This is an optimization exercise on Yosys and OpenROAD, whose aim is small area, not a production implementation.
Only simulation tests tie the RTL to the original design; equivalence was not proved.
No activity file was given, so power comes from the tool's default toggle rates.

== 08-22 ==
==> flow/design.v (excerpt) <==
module accel (
   input                      clk,
   input                      rst_n,
   input                      spi_clk_out,
   output           [7:0]     HEX0,
   output           [7:0]     HEX1,
   output           [7:0]     HEX2,
   output           [7:0]     HEX3,
   output           [7:0]     HEX4,
   output           [7:0]     HEX5,
   input            [1:0]     KEY,
   output           [9:0]     LEDR,
   input            [9:0]     SW,
   output                     GSENSOR_CS_N,
   output                     GSENSOR_SCLK,
   output                     GSENSOR_SDI,
   input                      GSENSOR_SDO
   );
wire [15:0] data_x;
wire [15:0] smooth_out;
wire [3:0]  board_idx;
wire        init;
wire [3:0]  FSM_state;
wire [3:0]  game_number;
wire [9:0]  BCD_in;
wire [3:0]  bcd2, bcd1, bcd0;
spi_control spi_ctrl (
   .clk        (clk),
   .rst_n      (rst_n),
   .reset_n    (KEY[0]),
   .spi_clk_out(spi_clk_out),
   .data_x     (data_x),
   .SPI_SDI    (GSENSOR_SDI),
  ...
For scale: about 1400 cells after synthesis, about 16000 sq um of cells after synthesis.
export LEC_CHECK = 0
export ABC_AREA = 1
export CAP_MARGIN = 20
export CORE_MARGIN = 2
export CORE_UTILIZATION = 75
export SLEW_MARGIN = 20
create_clock -name core_clock -period 32.0 [get_ports {clk}]
standard.sh (not shown) runs the stock make flow with config.mk's settings and CLKGATE_MAP_FILE= SYNTH_SCRIPT=/design/flow/synth_recipe.tcl, a recipe that flattens the netlist after the stock synthesis.
==> flow/flow/run.sh <==
#!/bin/bash
# 1. the standard synthesis.
# 2. Its combinational logic re-mapped for area by yosys/abc (flow/reopt.ys.in);
#    the flip-flops keep their cells and names.
# 3. the standard layout of that netlist, with no dummy loads in the clock
#    tree, clkbuf_16 clock buffers in larger clusters, and buf_1 port buffers.
# Each tool writes its full output to a log file here.
set -euo pipefail
HERE=$(pwd)
PLAT=$FLOW_HOME/platforms/$FLOW_PLATFORM
LIB=$PLAT/lib/sky130_fd_sc_hd__tt_025C_1v80.lib
RES=$HERE/orfs/results/$FLOW_PLATFORM/accel/base
YOSYS=$FLOW_HOME/../tools/install/yosys/bin/yosys
[[ -x $YOSYS ]] || YOSYS=yosys

bash standard.sh synth > 1_standard_synth.log 2>&1
cp "$RES/1_2_yosys.v" std_synth.v

python3 flow/genmap.py "$LIB" > cellmap.v 2> 2_genmap.log
DONTUSE=$(sed -n '/DONT_USE_CELLS +=/,/^#/p' "$PLAT/config.mk" | grep -oE 'sky130_fd_sc_hd__[A-Za-z0-9_]+' | sed 's/^/-dont_use /' | tr '\n' ' ')
sed -e "s#@LIB@#$LIB#g" -e "s#@PLAT@#$PLAT#g" -e "s#@TOP@#$FLOW_TOP#g" \
    -e "s#@ABC@#$HERE/flow/area.abc#g" -e "s#@DONTUSE@#$DONTUSE#g" flow/reopt.ys.in > reopt.ys
"$YOSYS" -s reopt.ys > 3_reopt_yosys.log 2>&1

bash standard.sh clean_synth > 4_clean_synth.log 2>&1
bash standard.sh SYNTH_NETLIST_FILES="$HERE/reopt.v" \
   "CTS_ARGS=-sink_clustering_enable -repair_clock_nets -dont_use_dummy_load -buf_list sky130_fd_sc_hd__clkbuf_16 -sink_clustering_size 25 -sink_clustering_max_diameter 80" \
   "BUFFER_PORTS_ARGS=-buffer_cell sky130_fd_sc_hd__buf_1" \
   finish > 5_standard_layout.log 2>&1
Other scripts of this flow, unchanged in this note and not shown: flow/flow/area.abc, flow/flow/genmap.py, flow/flow/reopt.ys.in
Input-level comparison between 02-25 and 08-22:
- a change of CORE_UTILIZATION from 75 to 60
diff --git a/flow/flow/run.sh b/flow/flow/run.sh
--- a/flow/flow/run.sh
+++ b/flow/flow/run.sh
@@ -27 +27 @@
-   "CTS_ARGS=-sink_clustering_enable -repair_clock_nets -dont_use_dummy_load -buf_list sky130_fd_sc_hd__clkbuf_16 -sink_clustering_size 25 -sink_clustering_max_diameter 80" \
+   "CTS_ARGS=-sink_clustering_enable -repair_clock_nets -dont_use_dummy_load -buf_list sky130_fd_sc_hd__clkbuf_16 -sink_clustering_size 30 -sink_clustering_max_diameter 100" \
- When 02-25 is measured against 08-22, its wire length of the first global-routing pass turns out 14% lower.
- 02-25 vs 08-22 — final cell count without fillers climbed by a few percent
- Relative to 08-22, setup slack has increased by 0.53 ns in 02-25.
- Worst-case setup slack after placement on 02-25 is up relative to 08-22.
- Comparing shortest clock period the worst path allows after layout for 02-25 and 08-22, the smaller number came from 02-25.
- Both conditions hold for 02-25: the flow ran to the end and the final layout passed the timing, DRC and antenna checks.
- Delta (02-25 minus 08-22): endpoint required time on the critical path closely matched the old numbers; part of the total power dissipated in the clock network lower; signal arrival time at the worst endpoint now smaller; count of clock-buffer cells in the layout went down.

* * *

## job 6642
accel, a different RTL version from the one above (not shown whole).
Size: about 2,000 cells after synthesis, ~77 I/O pins, about 18,000 sq um of cells after synthesis.
clock: 32.0 ns
lec_check: 0
abc_area: 1
cap_margin: 20
core_margin: 2
core_utilization: 60
slew_margin: 20
==> flow/flow/run.sh <==
#!/bin/bash
# Standard layout with different clock tree options (no dummy loads, smaller
# clock buffers) and the smallest buffer on the ports.
set -euo pipefail
bash standard.sh "CTS_ARGS=-sink_clustering_enable -repair_clock_nets -dont_use_dummy_load -buf_list sky130_fd_sc_hd__clkbuf_8 -sink_clustering_size 20 -sink_clustering_max_diameter 60" "BUFFER_PORTS_ARGS=-buffer_cell sky130_fd_sc_hd__buf_1" finish > standard_flow.log 2>&1
The final layout from job 6642, which completed every stage, passed the timing, DRC and antenna checks at the end of the flow.
Inputs modified between job 6642 and job 9076:
Settings: CTS_CLUSTER_SIZE newly set to 30; CTS_BUF_LIST newly set to sky130_fd_sc_hd__clkbuf_8.
==> flow/run.sh (new file) <==
#!/bin/bash
# synth_recipe.tcl (not shown) runs the flow's synth.tcl, then flattens the netlist and writes it again
# the make line also repeats each setting of config.mk as NAME=value (left out here)
make -C /OpenROAD-flow-scripts/flow DESIGN_CONFIG=/design/flow/config.mk WORK_HOME=/design/flow/orfs CLKGATE_MAP_FILE= SYNTH_SCRIPT=/design/flow/synth_recipe.tcl finish
removed: flow/flow/run.sh
removed: flow/standard.sh
Results
- When job 9076 is set beside job 6642, its routed wire length on met2 turns out to be 4.5% larger.
- Comparing job 9076 and job 6642, the lower via count of the routed design is on job 6642.
- Job 9076 vs job 6642, total routing resource utilization after global routing went up by 1.2 points.
- Compared to job 6642, job 9076 has largest incremental delay on the critical path 130 ps higher.
- Job 9076 vs job 6642, final worst-path cycle share went up by 2.0 points.
Input changes introduced in job 7170 (baseline for comparison: job 9076):
Settings: CTS_CLUSTER_SIZE: 30 -> unset; CTS_BUF_LIST: sky130_fd_sc_hd__clkbuf_8 -> unset.
==> flow/flow/run.sh (new file) <==
#!/bin/bash
# Standard layout with different clock tree options (no dummy loads, smaller
# clock buffers) and the smallest buffer on the ports.
set -euo pipefail
bash standard.sh "CTS_ARGS=-sink_clustering_enable -repair_clock_nets -dont_use_dummy_load -buf_list sky130_fd_sc_hd__clkbuf_16 -sink_clustering_size 30 -sink_clustering_max_diameter 100" "BUFFER_PORTS_ARGS=-buffer_cell sky130_fd_sc_hd__buf_1" finish > standard_flow.log 2>&1
==> flow/standard.sh (new file) <==
#!/bin/bash
# synth_recipe.tcl (not shown) runs the flow's synth.tcl, then flattens the netlist and writes it again
# the make line also repeats each setting of config.mk as NAME=value (left out here)
make -C /OpenROAD-flow-scripts/flow DESIGN_CONFIG=/design/flow/config.mk WORK_HOME=/design/flow/orfs CLKGATE_MAP_FILE= SYNTH_SCRIPT=/design/flow/synth_recipe.tcl "${@:-finish}"
removed: flow/run.sh
Notes after the runs:
Total wire length after detailed routing on job 7170 is down relative to job 9076. Job 7170 gives more first-iteration DRC count than job 9076 did. Job 7170 reports a lower ratio of final minimum period to clock period than job 9076 does. Taking job 9076 as the reference point, the fraction of layout cells with a size suffix above 1 of job 7170 falls by 3.3 points. On worst voltage drop across the vdd grid, job 9076 beats job 7170. From job 7170 to job 9076, post-synthesis register bit count did not move at all. Min proportion of cell area occupied by multi-input gates across job 7170 and job 9076: job 9076. Looking at proportion of power drawn by flip-flops and latches, job 7170 sits 14 points higher than job 9076 does. Area of all placed cells without fillers came out lower on job 7170 than on job 9076.
Inputs modified between job 7170 and job 1079:
Settings: a change of CORE_UTILIZATION from 60 to 40.
==> flow/run.sh (new file) <==
#!/bin/bash
# synth_recipe.tcl (not shown) runs the flow's synth.tcl, then flattens the netlist and writes it again
# the make line also repeats each setting of config.mk as NAME=value (left out here)
make -C /OpenROAD-flow-scripts/flow DESIGN_CONFIG=/design/flow/config.mk WORK_HOME=/design/flow/orfs CLKGATE_MAP_FILE= SYNTH_SCRIPT=/design/flow/synth_recipe.tcl finish
removed: flow/flow/run.sh
removed: flow/standard.sh
==> comparison <==
Job 1079 vs job 7170 — core utilization dropped 18 points.
Between job 7170 and job 1079, the area of combinational cells with multiple inputs figures differ only marginally.
Across both runs, register-to-register slack was higher for job 1079 than for job 7170.
Job 1079 has share of total power in combinational logic below what job 7170 had.

==> re-timing with driven ports <==
No port has a modelled driver above. Below, the same layouts with a new extraction and two added sets of constraints. Step 1: set_driving_cell puts a clkbuf_16 on clk and a buf_2 on each other input, an assumption about the parent block. Step 2 moves the port delays by t, midway between the first and last clock arrival at a register: inputs arrive t later, outputs are due t later. That takes back most of the time a late clock gives input paths. a / b / c = ideal / step 1 / step 2; a / b = the first two.
run | t (ns) | slack for setup (ns) | worst slew at a driven data input, ns
08-22 | 0.555 | 13.627 / 13.581 / 14.136 | 0.05
02-25 | 0.554 | 14.157 / 14.103 / 14.658 | 0.05
job 6642 | 0.631 | 14.516 / 14.484 / 14.484 | 0.04
job 9076 | 0.631 | 13.866 / 13.832 / 13.832 | 0.04
job 7170 | 0.548 | 14.536 / 14.503 / 14.503 | 0.04
job 1079 | 0.609 | 14.250 / 14.151 / 14.151 | 0.10
After both steps setup and hold are still met in every run listed. For job 1079, which loses most, drivers alone change the setup slack by -0.099 ns; drivers and shift together by -0.099 ns.
